What follows belongs to an exercise in optimizing a design on an open flow for small area, a short achievable clock period and few clock cycles; a production flow would make more cautious choices.
Function was checked by simulation only, so behaviour that the tests miss may differ from the original.

## Single_Reduction
module Single_Reduction(sum,page_rank,out_deg,clk,reset,start,new_sum,done);
input [31:0] sum;
input [31:0] page_rank;
input [31:0] out_deg;
input clk;
input reset;
input start;
output reg [31:0] new_sum;
output reg [0:0] done;
localparam S_IDLE = 2'd0, S_ALIGN = 2'd1, S_ITER = 2'd2;
reg [1:0] state;
reg [31:0] rem;      
reg [31:0] dvs;      
reg [3:0] cnt;       
wire [31:0] dvs_aligned;
wire [3:0] digits;
wire [2:0] ge;
wire [31:0] rem_next;
wire [31:0] acc_next;
div_align al(rem, dvs, dvs_aligned, digits);
div_step st(rem, dvs, ge, rem_next);
acc_digit ac(new_sum, cnt, ge[0], ge[1], ge[2], acc_next);
always @(posedge clk, negedge reset)
begin
	if (!reset)
	begin
		state <= S_IDLE;
		done <= 1'b0;
	end
	else
	begin
		done <= 1'b0;
		case (state)
		S_IDLE: if (start) state <= S_ALIGN;
		S_ALIGN: state <= S_ITER;
		S_ITER: if (cnt == 4'd0)
		begin
			state <= S_IDLE;
			done <= 1'b1;
		end
		default: state <= S_IDLE;
		endcase
	end
end
  ...
Settings: LEC_CHECK=0, CAP_MARGIN=20, CORE_MARGIN=2, CORE_UTILIZATION=40, SLEW_MARGIN=20; clock period 15.0 ns.
standard.sh (not shown) runs the stock make flow with config.mk's settings and CLKGATE_MAP_FILE= SYNTH_SCRIPT=/design/flow/synth_recipe.tcl, a recipe that flattens the netlist after the stock synthesis.
==> flow/flow/run.sh <==
#!/bin/bash
# Layout flow: the standard flow (standard.sh), with the standard synthesis unchanged, and two
# changes to the layout steps:
#  - the port buffers are sky130_fd_sc_hd__buf_2 (the default pick is a slow delay buffer);
#  - repair_timing works to a setup slack margin, so that it sizes and buffers the critical
#    paths although the 15 ns clock leaves them slack. The SDC and clock period are unchanged.
# Each step's full output goes to a log of its own here; ORFS keeps per-stage logs under orfs/logs.
set -uo pipefail
MARGIN=10
bash standard.sh synth > synth.log 2>&1 || exit 1
bash standard.sh BUFFER_PORTS_ARGS="-buffer_cell sky130_fd_sc_hd__buf_2" SETUP_SLACK_MARGIN=$MARGIN finish > layout.log 2>&1 || exit 1
Testbench counts at the start, summed over its fixed seeds: cycles 12,771.
==> next run, changes <==
==> flow/flow/run.sh (replaced) <==
#!/bin/bash
# Layout flow: the standard flow (standard.sh), with the standard synthesis unchanged, and two
# changes to the layout steps:
#  - the port buffers are sky130_fd_sc_hd__buf_1 (the default pick is a slow delay buffer);
#  - repair_timing works to a setup slack margin, so that it sizes and buffers the critical
#    paths although the 15 ns clock leaves them slack. The SDC and clock period are unchanged.
# Each step's full output goes to a log of its own here; ORFS keeps per-stage logs under orfs/logs.
set -uo pipefail
MARGIN=10.6
bash standard.sh synth > synth.log 2>&1 || exit 1
bash standard.sh BUFFER_PORTS_ARGS="-buffer_cell sky130_fd_sc_hd__buf_1" SETUP_SLACK_MARGIN=$MARGIN finish > layout.log 2>&1 || exit 1
Settings changed: ABC_AREA set to 1.
Effect:
- sequential cell count stays the same
- worst setup slack improved by 250 ps
- cell count came out higher by about 14%
- core utilization came out higher by 1.3 points
- count of clock-buffer cells in the layout climbs by 1
==> next run, changes <==
==> flow/flow/run.sh (replaced) <==
#!/bin/bash
# Layout flow: the standard flow (standard.sh), with the standard synthesis unchanged, and two
# changes to the layout steps:
#  - the port buffers are sky130_fd_sc_hd__buf_2 (the default pick is a slow delay buffer);
#  - repair_timing works to a setup slack margin, so that it sizes and buffers the critical
#    paths although the 15 ns clock leaves them slack. The SDC and clock period are unchanged.
# Each step's full output goes to a log of its own here; ORFS keeps per-stage logs under orfs/logs.
set -uo pipefail
MARGIN=11
bash standard.sh synth > synth.log 2>&1 || exit 1
bash standard.sh BUFFER_PORTS_ARGS="-buffer_cell sky130_fd_sc_hd__buf_2" SETUP_SLACK_MARGIN=$MARGIN finish > layout.log 2>&1 || exit 1
After rerunning: The new run produced a clean layout. Setup slack is better by 130 ps. Count of clock-buffer cells in the layout does not change. Register-to-register slack is better by 130 ps. Routed wire length goes up by 8.2%. Cell area goes up by 11%.
==> next run, changes <==
==> flow/flow/run.sh (replaced) <==
#!/bin/bash
# Layout flow: the standard flow (standard.sh), with the standard synthesis unchanged, and two
# changes to the layout steps:
#  - the port buffers are sky130_fd_sc_hd__buf_1 (the default pick is a slow delay buffer);
#  - repair_timing works to a setup slack margin, so that it sizes and buffers the critical
#    paths although the 15 ns clock leaves them slack. The SDC and clock period are unchanged.
# Each step's full output goes to a log of its own here; ORFS keeps per-stage logs under orfs/logs.
set -uo pipefail
MARGIN=10.4
bash standard.sh synth > synth.log 2>&1 || exit 1
bash standard.sh BUFFER_PORTS_ARGS="-buffer_cell sky130_fd_sc_hd__buf_1" SETUP_SLACK_MARGIN=$MARGIN finish > layout.log 2>&1 || exit 1
Design area went down by roughly a tenth.
Wire length decreases by roughly a tenth.
Flip-flop and latch count stays the same.
==> next run, changes <==
==> flow/flow/run.sh (replaced) <==
#!/bin/bash
# Layout flow: the standard flow (standard.sh), with the standard synthesis unchanged, and two
# changes to the layout steps:
#  - the port buffers are sky130_fd_sc_hd__buf_2 (the default pick is a slow delay buffer);
#  - repair_timing works to a setup slack margin, so that it sizes and buffers the critical
#    paths although the 15 ns clock leaves them slack. The SDC and clock period are unchanged.
# Each step's full output goes to a log of its own here; ORFS keeps per-stage logs under orfs/logs.
set -uo pipefail
MARGIN=10
bash standard.sh synth > synth.log 2>&1 || exit 1
bash standard.sh BUFFER_PORTS_ARGS="-buffer_cell sky130_fd_sc_hd__buf_2" SETUP_SLACK_MARGIN=$MARGIN finish > layout.log 2>&1 || exit 1
Settings changed: CORE_UTILIZATION 40 to 65.
The changed run ran to the end with no violations; global-route usage climbs by 13 points; design area drops by 2.6%; setup slack gets worse by 280 ps; utilization increases by 28 points.

static timing again, ports no longer ideal:
No port has a modelled driver above. Below, the same layouts with a new extraction and two added sets of constraints. Step 1 (the two cells are an assumption about what drives the block):
set clk [get_ports {clk}]
set_driving_cell -lib_cell sky130_fd_sc_hd__clkbuf_16 $clk
set_driving_cell -lib_cell sky130_fd_sc_hd__buf_2 [delete_from_list [all_inputs] $clk]
Step 2 moves the port delays by t, midway between the first and last clock arrival at a register: inputs arrive t later, outputs are due t later. That takes back most of the time a late clock gives input paths. Slacks: ideal ports / drivers / drivers and shift; pairs: ideal ports / drivers.
run | t (ns) | setup slack, ns | worst slew at a driven data input, ns | cell pins on the clock port's net
the first run | 0.442 | 10.244 / 10.244 / 10.244 | 0.09 | 1
the second run | 0.436 | 10.491 / 10.491 / 10.491 | 0.06 | 1
the third run | 0.442 | 10.624 / 10.624 / 10.624 | 0.05 | 1
the fourth run | 0.433 | 10.519 / 10.519 / 10.519 | 0.06 | 1
the fifth run | 0.416 | 10.239 / 10.239 / 10.239 | 0.06 | 1
After both steps every run listed still meets setup and hold.
